What follows belongs to an exercise in optimizing a design on an open flow for small area; a production flow would make more cautious choices.
Only simulation tests tie the RTL to the original design; equivalence was not proved.
Power is estimated from default activity; no workload was simulated.

==> flow/design.v <==
module fifo_aoi3
        (output logic y,
        input logic a0, s0, a1, s1, a2, s2);
    assign y = ~((a0 & s0) | (a1 & s1) | (a2 & s2));
endmodule
module fifo
        #(parameter WIDTH = 16,
        parameter DEPTH = 16)
        (output logic [WIDTH-1:0] fifo_data_out,
        output logic fifo_full, fifo_empty,
        input logic [WIDTH-1:0] fifo_data_in,
        input logic rst_, clk, fifo_write, fifo_read);
    logic [DEPTH-1:0][WIDTH-1:0] mem;
    logic [$clog2(DEPTH):0] nlast;
    logic push, pop;
    assign fifo_empty = !nlast[$clog2(DEPTH)];
    assign fifo_full  = nlast[$clog2(DEPTH)] && !(|nlast[$clog2(DEPTH)-1:0]);
    assign push = fifo_write && !fifo_full;
    assign pop  = fifo_read && !fifo_empty && !push;
    always_ff @(posedge clk, negedge rst_) begin
        if (!rst_)
            nlast <= '0;
        else if (push)
            nlast <= nlast - 1'b1;
        else if (pop)
            nlast <= nlast + 1'b1;
    end
    logic [DEPTH-1:0] sel;
    always_comb
        for (int i = 0; i < DEPTH; i++)
            sel[i] = (nlast[$clog2(DEPTH)-1:0] == 4'(DEPTH - 1 - i));
    logic [WIDTH-1:0] rdata;
    logic [4:0][WIDTH-1:0] t;
    for (genvar k = 0; k < 5; k++) begin : g_slice
        for (genvar b = 0; b < WIDTH; b++) begin : g_bit
            fifo_aoi3 u_aoi (.y(t[k][b]),
                .a0(mem[3*k][b]), .s0(sel[3*k]),
                .a1(mem[3*k+1][b]), .s1(sel[3*k+1]),
                .a2(mem[3*k+2][b]), .s2(sel[3*k+2]));
        end
    end
    assign rdata = ~(t[0] & t[1] & t[2] & t[3] & t[4]) | (mem[15] & {WIDTH{sel[15]}});
    always_ff @(posedge clk) begin
        if (push && rst_)
            mem <= {mem[DEPTH-2:0], fifo_data_in};
        if (pop && rst_)
            fifo_data_out <= rdata;
    end
endmodule
==> flow/config.mk <==
export PLATFORM = sky130hd
export DESIGN_NAME = fifo
export DESIGN_NICKNAME = fifo
export VERILOG_FILES = /design/flow/design.v
export SDC_FILE = /design/flow/constraint.sdc
export NUM_CORES = 4
export LEC_CHECK = 0
export CAP_MARGIN = 20
export CORE_MARGIN = 2
export CORE_UTILIZATION = 65
export SLEW_MARGIN = 20
export SYNTH_HIERARCHICAL = 1
==> flow/constraint.sdc <==
create_clock -name core_clock -period 4.0 [get_ports {clk}]
set_input_delay 0.8000 -clock core_clock [delete_from_list [all_inputs] [get_ports {clk}]]
set_output_delay 0.8000 -clock core_clock [all_outputs]
set_load 0.01 [all_outputs]
standard.sh (not shown) runs the stock make flow with config.mk's settings and CLKGATE_MAP_FILE= SYNTH_SCRIPT=/design/flow/synth_recipe.tcl, a recipe that flattens the netlist after the stock synthesis.
==> flow/flow/run.sh <==
#!/bin/bash
# The standard layout with two changes:
#  - clock tree: clkbuf_8 leaf buffers on clusters of up to 20 registers, and
#    no dummy loads (the clock tree is not balanced with extra buffers);
#  - port buffers: buf_1 instead of the default choice.
# The make output of every step goes to standard.log in the work folder; ORFS
# keeps each tool's own log under orfs/logs/.
set -euo pipefail
export CTS_ARGS="-sink_clustering_enable -repair_clock_nets -dont_use_dummy_load -buf_list sky130_fd_sc_hd__clkbuf_8 -sink_clustering_size 20 -sink_clustering_max_diameter 60"
export BUFFER_PORTS_ARGS="-buffer_cell sky130_fd_sc_hd__buf_1"
bash standard.sh > standard.log 2>&1
The starting point ran to the end with no violations.
Rerun with:
--- a/flow/design.v
+++ b/flow/design.v
@@ -9,28 +9,28 @@
         (output logic [WIDTH-1:0] fifo_data_out,
         output logic fifo_full, fifo_empty,
         input logic [WIDTH-1:0] fifo_data_in,
         input logic rst_, clk, fifo_write, fifo_read);
     logic [DEPTH-1:0][WIDTH-1:0] mem;
-    logic [$clog2(DEPTH):0] nlast;
+    logic [$clog2(DEPTH):0] last;
     logic push, pop;
-    assign fifo_empty = !nlast[$clog2(DEPTH)];
-    assign fifo_full  = nlast[$clog2(DEPTH)] && !(|nlast[$clog2(DEPTH)-1:0]);
+    assign fifo_empty = last[$clog2(DEPTH)];
+    assign fifo_full  = !last[$clog2(DEPTH)] && (&last[$clog2(DEPTH)-1:0]);
     assign push = fifo_write && !fifo_full;
     assign pop  = fifo_read && !fifo_empty && !push;
     always_ff @(posedge clk, negedge rst_) begin
         if (!rst_)
-            nlast <= '0;
+            last <= '1;
         else if (push)
-            nlast <= nlast - 1'b1;
+            last <= last + 1'b1;
         else if (pop)
-            nlast <= nlast + 1'b1;
+            last <= last - 1'b1;
     end
     logic [DEPTH-1:0] sel;
     always_comb
         for (int i = 0; i < DEPTH; i++)
-            sel[i] = (nlast[$clog2(DEPTH)-1:0] == 4'(DEPTH - 1 - i));
+            sel[i] = (last[$clog2(DEPTH)-1:0] == 4'(i));
     logic [WIDTH-1:0] rdata;
     logic [4:0][WIDTH-1:0] t;
     for (genvar k = 0; k < 5; k++) begin : g_slice
         for (genvar b = 0; b < WIDTH; b++) begin : g_bit
             fifo_aoi3 u_aoi (.y(t[k][b]),
Effect: Count of clock-buffer cells in the layout does not change; setup slack improved by 110 ps; combinational power drops by a few percent; sequential share of layout area barely changes; wire length climbs by a few percent; global-route usage climbs by 0.58 points; die area climbs slightly; hold slack improved by 270 ps; final area does not change; clock power is about the same; sequential power barely changes.

## re-timing with driven ports
The flow's constraints put no driver on any port. The routed layouts listed below were extracted and timed again, unchanged, in two steps.
Step 1, drivers: a clkbuf_16 drives clk and a buf_2 each remaining input, both assumed.
Step 2 adds t to the input delays and takes it off the output delays; t is the mean of the earliest and latest rising clock arrival at the registers after step 1. Input paths then give back, and output paths get back, about the clock's delay inside the block.
Three values: no drivers, after step 1, after step 2; two values: the first two.
| run | t (ns) | setup WS [ns] | hold WS [ns] |
|---|---|---|---|
| the first run | 0.543 | 1.193 / 1.154 / 1.290 | 0.148 / 0.131 / 0.421 |
| the second run | 0.546 | 1.303 / 1.303 / 1.303 | 0.418 / 0.408 / 0.436 |
After both steps setup and hold are still met in every run listed.
